Context: an optimization exercise on an open-source flow, tuned for a short achievable clock period and few clock cycles. The choices shown serve that exercise and are no tape-out recipe. In this exercise RTL edits were held to simulation tests only and were not proved equivalent to the original. Power is estimated from default activity; no workload was simulated.

// cpu
module cpu (
    input         clk,
    input         reset_n,
    input         mmu_mem_ready,
    input [31:0]  mmu_data_out,
    output        mmu_write_enable,
    output        mmu_read_enable,
    output        mmu_mem_signed_read,
    output [ 1:0] mmu_mem_data_width,
    output [31:0] mmu_address,
    output [31:0] mmu_data_in,
    output wire [31:0] uart_data,
    output        rf_write_enable,
    output [ 4:0] rf_write_reg,
    output [31:0] rf_write_data
);
Size in the first run: about 2000 flip-flops, ~170 I/O pins, ~100000 sq um of cells after synthesis.
clock: 6.7 ns
lec_check: 0
abc_clock_period_in_ps: 2400
cap_margin: 20
core_margin: 2
core_utilization: 40
place_density: 0.5
setup_slack_margin: 4.3
slew_margin: 20
standard.sh (not shown) runs the stock make flow with config.mk's settings and CLKGATE_MAP_FILE= SYNTH_SCRIPT=/design/flow/synth_recipe.tcl, a recipe that flattens the netlist after the stock synthesis.
==> flow/flow/run.sh <==
#!/bin/bash
# Layout flow: the standard flow (standard.sh) with one change in
# synthesis: ABC maps the logic with flow/abc_map.script, a delay-oriented
# standard-cell mapping, in place of ORFS's abc_speed.script. Every other
# step of synthesis (register mapping included) and of the layout is
# the standard flow's own. Each tool's output goes to the ORFS logs under orfs/logs;
# make's own output goes to own_flow.log.
set -euo pipefail
W=$(pwd)
F=$W/flow
{
  echo 'proc abc {args} {'
  echo '  set i [lsearch $args -script]'
  echo "  if {\$i >= 0} { lset args [expr {\$i+1}] {$F/abc_map.script} }"
  echo '  yosys abc {*}$args'
  echo '}'
  cat "$W/synth_recipe.tcl"
} > "$W/own_synth.tcl"
sed "s#SYNTH_SCRIPT=[^ ]*#SYNTH_SCRIPT=$W/own_synth.tcl#" "$W/standard.sh" > "$W/own_standard.sh"
grep -q "SYNTH_SCRIPT=$W/own_synth.tcl" "$W/own_standard.sh"
bash "$W/own_standard.sh" > "$W/own_flow.log" 2>&1
==> flow/flow/abc_map.script <==
strash
dch -f
map -B 0.9
buffer -c
topo
stime -c
upsize -c
dnsize -c
Testbench counts at the start, summed over its fixed seeds: cycles 33,940.
Then changed:
PLACE_DENSITY = unset   (was 0.5)
After rerunning: The new run completed with no timing, DRC or antenna violations. Wire length drops by 6.1%. Power drops by 4.9%. Final cell count drops by 2.0%. Sequential power is about the same. Die area stays the same. Combinational power drops by about 10%. Critical path depth is unchanged. Setup slack got worse by 0.23 ns. Clock power drops by about 6%. Fmax drops by 6.7%. Non-clock buffer count drops by 265.


== delta ==
cpu, a different RTL version from the one above (not shown whole).
Size: about 120000 µm² of cells after synthesis.
clock: 6.7 ns
lec_check: 0
abc_clock_period_in_ps: 2400
cap_margin: 20
core_margin: 2
core_utilization: 40
place_density: 0.5
setup_slack_margin: 3.9
slew_margin: 20
==> flow/flow/run.sh <==
#!/bin/bash
# Layout flow: the standard flow (standard.sh) with two changes in
# synthesis, both after the register mapping, which stays the standard flow's own:
#  - ABC maps the logic with flow/abc_map.script (delay-oriented standard-cell
#    mapping) in place of ORFS's abc_speed.script;
#  - flow/upsize.tcl sets the combinational cells of drive strength 0 and 1
#    to drive strength 2 (same function and pins), so that the weakest cells
#    do not drive the longer wires.
# Every later step of the layout is the standard flow's own. Each tool's output goes to
# the ORFS logs under orfs/logs; make's own output goes to own_flow.log.
set -euo pipefail
W=$(pwd)
F=$W/flow
tail -n 1 "$W/synth_recipe.tcl" | grep -q '^write_verilog'
{
  echo 'proc abc {args} {'
  echo '  set i [lsearch $args -script]'
  echo "  if {\$i >= 0} { lset args [expr {\$i+1}] {$F/abc_map.script} }"
  echo '  yosys abc {*}$args'
  echo '}'
  head -n -1 "$W/synth_recipe.tcl"
  echo "source {$F/upsize.tcl}"
  tail -n 1 "$W/synth_recipe.tcl"
} > "$W/own_synth.tcl"
sed "s#SYNTH_SCRIPT=[^ ]*#SYNTH_SCRIPT=$W/own_synth.tcl#" "$W/standard.sh" > "$W/own_standard.sh"
grep -q "SYNTH_SCRIPT=$W/own_synth.tcl" "$W/own_standard.sh"
bash "$W/own_standard.sh" > "$W/own_flow.log" 2>&1
Other scripts of this flow, unchanged in this note and not shown: flow/flow/abc_map.script, flow/flow/upsize.tcl
Testbench counts of delta, summed over its fixed seeds: cycles 33,670.
Changes in violet relative to delta:
- a change of SETUP_SLACK_MARGIN from 3.9 to 4.3
- a change of PLACE_DENSITY from 0.5 to 0.55
- a change of CORE_UTILIZATION from 40 to 45
violet closes out successfully: all stages finished, all timing, DRC and antenna checks passed. delta ended with every stage complete and zero timing, DRC or antenna violations. Looking at fraction of area in clock buffers and inverters, violet sits 0.25 points lower than delta does. | worst setup slack after layout | violet vs delta | worse |. Max total clock buffers created by CTS across violet and delta: delta. Summary of violet over delta: cell area after layout higher; non-clock inverter count in the final layout higher; routed wire length higher. In the tables for violet and delta, die area reads lower with violet. [compare] base=delta new=violet: global-route wire length before repair up about 2.4%; minimum clock period after layout up 54 ps. violet gives more post-route fraction of the period consumed by the critical path than delta did.
What harbor does differently from violet at the input level:
- PLACE_DENSITY: 0.55 -> 0.5
- CORE_UTILIZATION: 45 -> 40
Results
| buffer share of cell area | harbor vs violet | 0.79 points higher |. Looking at final clock period utilization by the worst path across violet and harbor, the one that comes out lower is harbor. Comparing violet and harbor, the higher time the final worst path needs with I/O delays and setup was measured on violet. When harbor is measured against violet, its critical path depth turns out 3 lower. Comparing violet and harbor, the lower final area is on violet. Looking at count of non-CTS inverters in the layout, harbor sits above violet.
--- input diff harbor..amber ---
- PLACE_DENSITY: 0.5 -> 0.45
Results
- Between harbor and amber, the flow reports final weighted congestion of routability-driven global placement increasing slightly.
- Re routed length on met1: harbor was lower than amber.
- The maximum frequency of amber was inferior to that of harbor.
- harbor ended up with e_b[12] as its end point of the critical path; amber ended up with e_bn[28].
- The cell area after layout on amber is in line with that on harbor.
- Critical-path maximum fanout (amber over harbor): decrease, 2
- Every run (harbor and amber) finished clean.
- Static leakage was lower in amber than in harbor.


cpu, a different RTL version from the one above (not shown whole).
Size: ~11000 cells after synthesis, ~130000 µm² of cells after synthesis.
export LEC_CHECK = 0
export ABC_CLOCK_PERIOD_IN_PS = 2400
export CAP_MARGIN = 20
export CORE_MARGIN = 2
export CORE_UTILIZATION = 40
export PLACE_DENSITY = 0.5
export SETUP_SLACK_MARGIN = 4.3
export SLEW_MARGIN = 20
create_clock -name core_clock -period 6.7 [get_ports {clk}]
==> flow/flow/upsize.tcl <==
chtype -set sky130_fd_sc_hd__a2111o_2 t:sky130_fd_sc_hd__a2111o_1
chtype -set sky130_fd_sc_hd__a2111oi_2 t:sky130_fd_sc_hd__a2111oi_0
chtype -set sky130_fd_sc_hd__a2111oi_2 t:sky130_fd_sc_hd__a2111oi_1
chtype -set sky130_fd_sc_hd__a211o_2 t:sky130_fd_sc_hd__a211o_1
chtype -set sky130_fd_sc_hd__a211oi_2 t:sky130_fd_sc_hd__a211oi_1
chtype -set sky130_fd_sc_hd__a21bo_2 t:sky130_fd_sc_hd__a21bo_1
chtype -set sky130_fd_sc_hd__a21boi_2 t:sky130_fd_sc_hd__a21boi_0
chtype -set sky130_fd_sc_hd__a21boi_2 t:sky130_fd_sc_hd__a21boi_1
chtype -set sky130_fd_sc_hd__a21o_2 t:sky130_fd_sc_hd__a21o_1
chtype -set sky130_fd_sc_hd__a21oi_2 t:sky130_fd_sc_hd__a21oi_1
chtype -set sky130_fd_sc_hd__a221o_2 t:sky130_fd_sc_hd__a221o_1
chtype -set sky130_fd_sc_hd__a221oi_2 t:sky130_fd_sc_hd__a221oi_1
chtype -set sky130_fd_sc_hd__a22o_2 t:sky130_fd_sc_hd__a22o_1
chtype -set sky130_fd_sc_hd__a22oi_2 t:sky130_fd_sc_hd__a22oi_1
chtype -set sky130_fd_sc_hd__a2bb2o_2 t:sky130_fd_sc_hd__a2bb2o_1
chtype -set sky130_fd_sc_hd__a2bb2oi_2 t:sky130_fd_sc_hd__a2bb2oi_1
chtype -set sky130_fd_sc_hd__a311o_2 t:sky130_fd_sc_hd__a311o_1
chtype -set sky130_fd_sc_hd__a311oi_2 t:sky130_fd_sc_hd__a311oi_1
chtype -set sky130_fd_sc_hd__a31o_2 t:sky130_fd_sc_hd__a31o_1
chtype -set sky130_fd_sc_hd__a31oi_2 t:sky130_fd_sc_hd__a31oi_1
chtype -set sky130_fd_sc_hd__a32o_2 t:sky130_fd_sc_hd__a32o_1
chtype -set sky130_fd_sc_hd__a32oi_2 t:sky130_fd_sc_hd__a32oi_1
chtype -set sky130_fd_sc_hd__a41o_2 t:sky130_fd_sc_hd__a41o_1
chtype -set sky130_fd_sc_hd__a41oi_2 t:sky130_fd_sc_hd__a41oi_1
chtype -set sky130_fd_sc_hd__and2_2 t:sky130_fd_sc_hd__and2_0
chtype -set sky130_fd_sc_hd__and2_2 t:sky130_fd_sc_hd__and2_1
chtype -set sky130_fd_sc_hd__and2b_2 t:sky130_fd_sc_hd__and2b_1
chtype -set sky130_fd_sc_hd__and3_2 t:sky130_fd_sc_hd__and3_1
chtype -set sky130_fd_sc_hd__and3b_2 t:sky130_fd_sc_hd__and3b_1
chtype -set sky130_fd_sc_hd__and4_2 t:sky130_fd_sc_hd__and4_1
chtype -set sky130_fd_sc_hd__and4b_2 t:sky130_fd_sc_hd__and4b_1
chtype -set sky130_fd_sc_hd__and4bb_2 t:sky130_fd_sc_hd__and4bb_1
chtype -set sky130_fd_sc_hd__fa_2 t:sky130_fd_sc_hd__fa_1
chtype -set sky130_fd_sc_hd__ha_2 t:sky130_fd_sc_hd__ha_1
chtype -set sky130_fd_sc_hd__maj3_2 t:sky130_fd_sc_hd__maj3_1
chtype -set sky130_fd_sc_hd__mux2_2 t:sky130_fd_sc_hd__mux2_1
chtype -set sky130_fd_sc_hd__mux4_2 t:sky130_fd_sc_hd__mux4_1
chtype -set sky130_fd_sc_hd__nand2_2 t:sky130_fd_sc_hd__nand2_1
chtype -set sky130_fd_sc_hd__nand2b_2 t:sky130_fd_sc_hd__nand2b_1
chtype -set sky130_fd_sc_hd__nand3_2 t:sky130_fd_sc_hd__nand3_1
chtype -set sky130_fd_sc_hd__nand3b_2 t:sky130_fd_sc_hd__nand3b_1
chtype -set sky130_fd_sc_hd__nand4_2 t:sky130_fd_sc_hd__nand4_1
chtype -set sky130_fd_sc_hd__nand4b_2 t:sky130_fd_sc_hd__nand4b_1
chtype -set sky130_fd_sc_hd__nand4bb_2 t:sky130_fd_sc_hd__nand4bb_1
chtype -set sky130_fd_sc_hd__nor2_2 t:sky130_fd_sc_hd__nor2_1
chtype -set sky130_fd_sc_hd__nor2b_2 t:sky130_fd_sc_hd__nor2b_1
chtype -set sky130_fd_sc_hd__nor3_2 t:sky130_fd_sc_hd__nor3_1
chtype -set sky130_fd_sc_hd__nor3b_2 t:sky130_fd_sc_hd__nor3b_1
chtype -set sky130_fd_sc_hd__nor4_2 t:sky130_fd_sc_hd__nor4_1
chtype -set sky130_fd_sc_hd__nor4b_2 t:sky130_fd_sc_hd__nor4b_1
chtype -set sky130_fd_sc_hd__nor4bb_2 t:sky130_fd_sc_hd__nor4bb_1
chtype -set sky130_fd_sc_hd__o2111a_2 t:sky130_fd_sc_hd__o2111a_1
chtype -set sky130_fd_sc_hd__o2111ai_2 t:sky130_fd_sc_hd__o2111ai_1
chtype -set sky130_fd_sc_hd__o211a_2 t:sky130_fd_sc_hd__o211a_1
chtype -set sky130_fd_sc_hd__o211ai_2 t:sky130_fd_sc_hd__o211ai_1
chtype -set sky130_fd_sc_hd__o21a_2 t:sky130_fd_sc_hd__o21a_1
chtype -set sky130_fd_sc_hd__o21ai_2 t:sky130_fd_sc_hd__o21ai_0
chtype -set sky130_fd_sc_hd__o21ai_2 t:sky130_fd_sc_hd__o21ai_1
chtype -set sky130_fd_sc_hd__o21ba_2 t:sky130_fd_sc_hd__o21ba_1
chtype -set sky130_fd_sc_hd__o21bai_2 t:sky130_fd_sc_hd__o21bai_1
chtype -set sky130_fd_sc_hd__o221a_2 t:sky130_fd_sc_hd__o221a_1
chtype -set sky130_fd_sc_hd__o221ai_2 t:sky130_fd_sc_hd__o221ai_1
chtype -set sky130_fd_sc_hd__o22a_2 t:sky130_fd_sc_hd__o22a_1
chtype -set sky130_fd_sc_hd__o22ai_2 t:sky130_fd_sc_hd__o22ai_1
chtype -set sky130_fd_sc_hd__o2bb2a_2 t:sky130_fd_sc_hd__o2bb2a_1
chtype -set sky130_fd_sc_hd__o2bb2ai_2 t:sky130_fd_sc_hd__o2bb2ai_1
chtype -set sky130_fd_sc_hd__o311a_2 t:sky130_fd_sc_hd__o311a_1
chtype -set sky130_fd_sc_hd__o311ai_2 t:sky130_fd_sc_hd__o311ai_0
chtype -set sky130_fd_sc_hd__o311ai_2 t:sky130_fd_sc_hd__o311ai_1
chtype -set sky130_fd_sc_hd__o31a_2 t:sky130_fd_sc_hd__o31a_1
chtype -set sky130_fd_sc_hd__o31ai_2 t:sky130_fd_sc_hd__o31ai_1
chtype -set sky130_fd_sc_hd__o32a_2 t:sky130_fd_sc_hd__o32a_1
chtype -set sky130_fd_sc_hd__o32ai_2 t:sky130_fd_sc_hd__o32ai_1
chtype -set sky130_fd_sc_hd__o41a_2 t:sky130_fd_sc_hd__o41a_1
chtype -set sky130_fd_sc_hd__o41ai_2 t:sky130_fd_sc_hd__o41ai_1
chtype -set sky130_fd_sc_hd__or2_2 t:sky130_fd_sc_hd__or2_0
chtype -set sky130_fd_sc_hd__or2_2 t:sky130_fd_sc_hd__or2_1
chtype -set sky130_fd_sc_hd__or2b_2 t:sky130_fd_sc_hd__or2b_1
chtype -set sky130_fd_sc_hd__or3_2 t:sky130_fd_sc_hd__or3_1
chtype -set sky130_fd_sc_hd__or3b_2 t:sky130_fd_sc_hd__or3b_1
chtype -set sky130_fd_sc_hd__or4_2 t:sky130_fd_sc_hd__or4_1
chtype -set sky130_fd_sc_hd__or4b_2 t:sky130_fd_sc_hd__or4b_1
chtype -set sky130_fd_sc_hd__or4bb_2 t:sky130_fd_sc_hd__or4bb_1
chtype -set sky130_fd_sc_hd__sedfxbp_2 t:sky130_fd_sc_hd__sedfxbp_1
chtype -set sky130_fd_sc_hd__sedfxtp_2 t:sky130_fd_sc_hd__sedfxtp_1
chtype -set sky130_fd_sc_hd__xnor2_2 t:sky130_fd_sc_hd__xnor2_1
chtype -set sky130_fd_sc_hd__xnor3_2 t:sky130_fd_sc_hd__xnor3_1
chtype -set sky130_fd_sc_hd__xor2_2 t:sky130_fd_sc_hd__xor2_1
chtype -set sky130_fd_sc_hd__xor3_2 t:sky130_fd_sc_hd__xor3_1
Scripts as last shown in full above: flow/flow/run.sh
Other scripts of this flow, unchanged in this note and not shown: flow/flow/abc_map.script
The starting point ran to the end with no violations.
Testbench counts at the start, summed over its fixed seeds: cycles 32,674.
Then changed:
--- a/flow/flow/run.sh
+++ b/flow/flow/run.sh
@@ -7,3 +7,4 @@
 #    to drive strength 2 (same function and pins), so that the weakest cells
-#    do not drive the longer wires.
+#    do not drive the longer wires, and gives the registers that drive output
+#    ports (o_*, uart_q) drive strength 4.
 # Every later step of the layout is the standard flow's own. Each tool's output goes to
--- a/flow/flow/upsize.tcl
+++ b/flow/flow/upsize.tcl
@@ -89 +89,3 @@
 chtype -set sky130_fd_sc_hd__xor3_2 t:sky130_fd_sc_hd__xor3_1
+chtype -set sky130_fd_sc_hd__dfrtp_4 c:o_addr* c:o_we*
+chtype -set sky130_fd_sc_hd__dfxtp_4 c:o_rd* c:o_res* c:uart_q*
Wire length is lower by 2.4%.
Setup slack got worse by 54 ps.
Cell area is higher by 0.52%.
First-iteration DRC count is higher by 3.0%.

what the ideal ports hide:
No port has a modelled driver above. Below, the same layouts with a new extraction and two added sets of constraints. Step 1 (the two cells are an assumption about what drives the block):
set clk [get_ports {clk}]
set_driving_cell -lib_cell sky130_fd_sc_hd__clkbuf_16 $clk
set_driving_cell -lib_cell sky130_fd_sc_hd__buf_2 [delete_from_list [all_inputs] $clk]
Step 2 moves the port delays by t, midway between the first and last clock arrival at a register: inputs arrive t later, outputs are due t later. That takes back most of the time a late clock gives input paths. a / b / c = no drivers / after step 1 / after step 2; a / b = the first two.
| run | shift t [ns] | setup slack, ns | hold slack, ns | cell pins on the clock port's net |
|---|---|---|---|---|
| the first run of note 1 | 1.027 | 3.492 / 3.368 / 2.340 | 0.237 / 0.177 / 0.327 | 1 |
| the second run of note 1 | 0.983 | 3.263 / 3.177 / 2.194 | 0.327 / 0.327 / 0.327 | 1 |
| delta | 1.016 | 3.600 / 3.542 / 2.526 | 0.325 / 0.263 / 0.325 | 1 |
| violet | 1.032 | 3.546 / 3.578 / 2.546 | 0.324 / 0.324 / 0.324 | 1 |
| harbor | 1.042 | 3.684 / 3.654 / 2.692 | 0.311 / 0.258 / 0.311 | 1 |
| amber | 1.019 | 3.486 / 3.446 / 2.427 | 0.326 / 0.326 / 0.326 | 1 |
| the first run of note 3 | 1.020 | 3.763 / 3.653 / 2.819 | 0.325 / 0.325 / 0.325 | 1 |
| the second run of note 3 | 1.035 | 3.709 / 3.599 / 2.803 | 0.323 / 0.323 / 0.323 | 1 |
After both steps setup and hold are still met in every run listed. The setup slack of the first run of note 1, which loses most, moves by -0.124 ns with the drivers and by -1.152 ns with both steps.
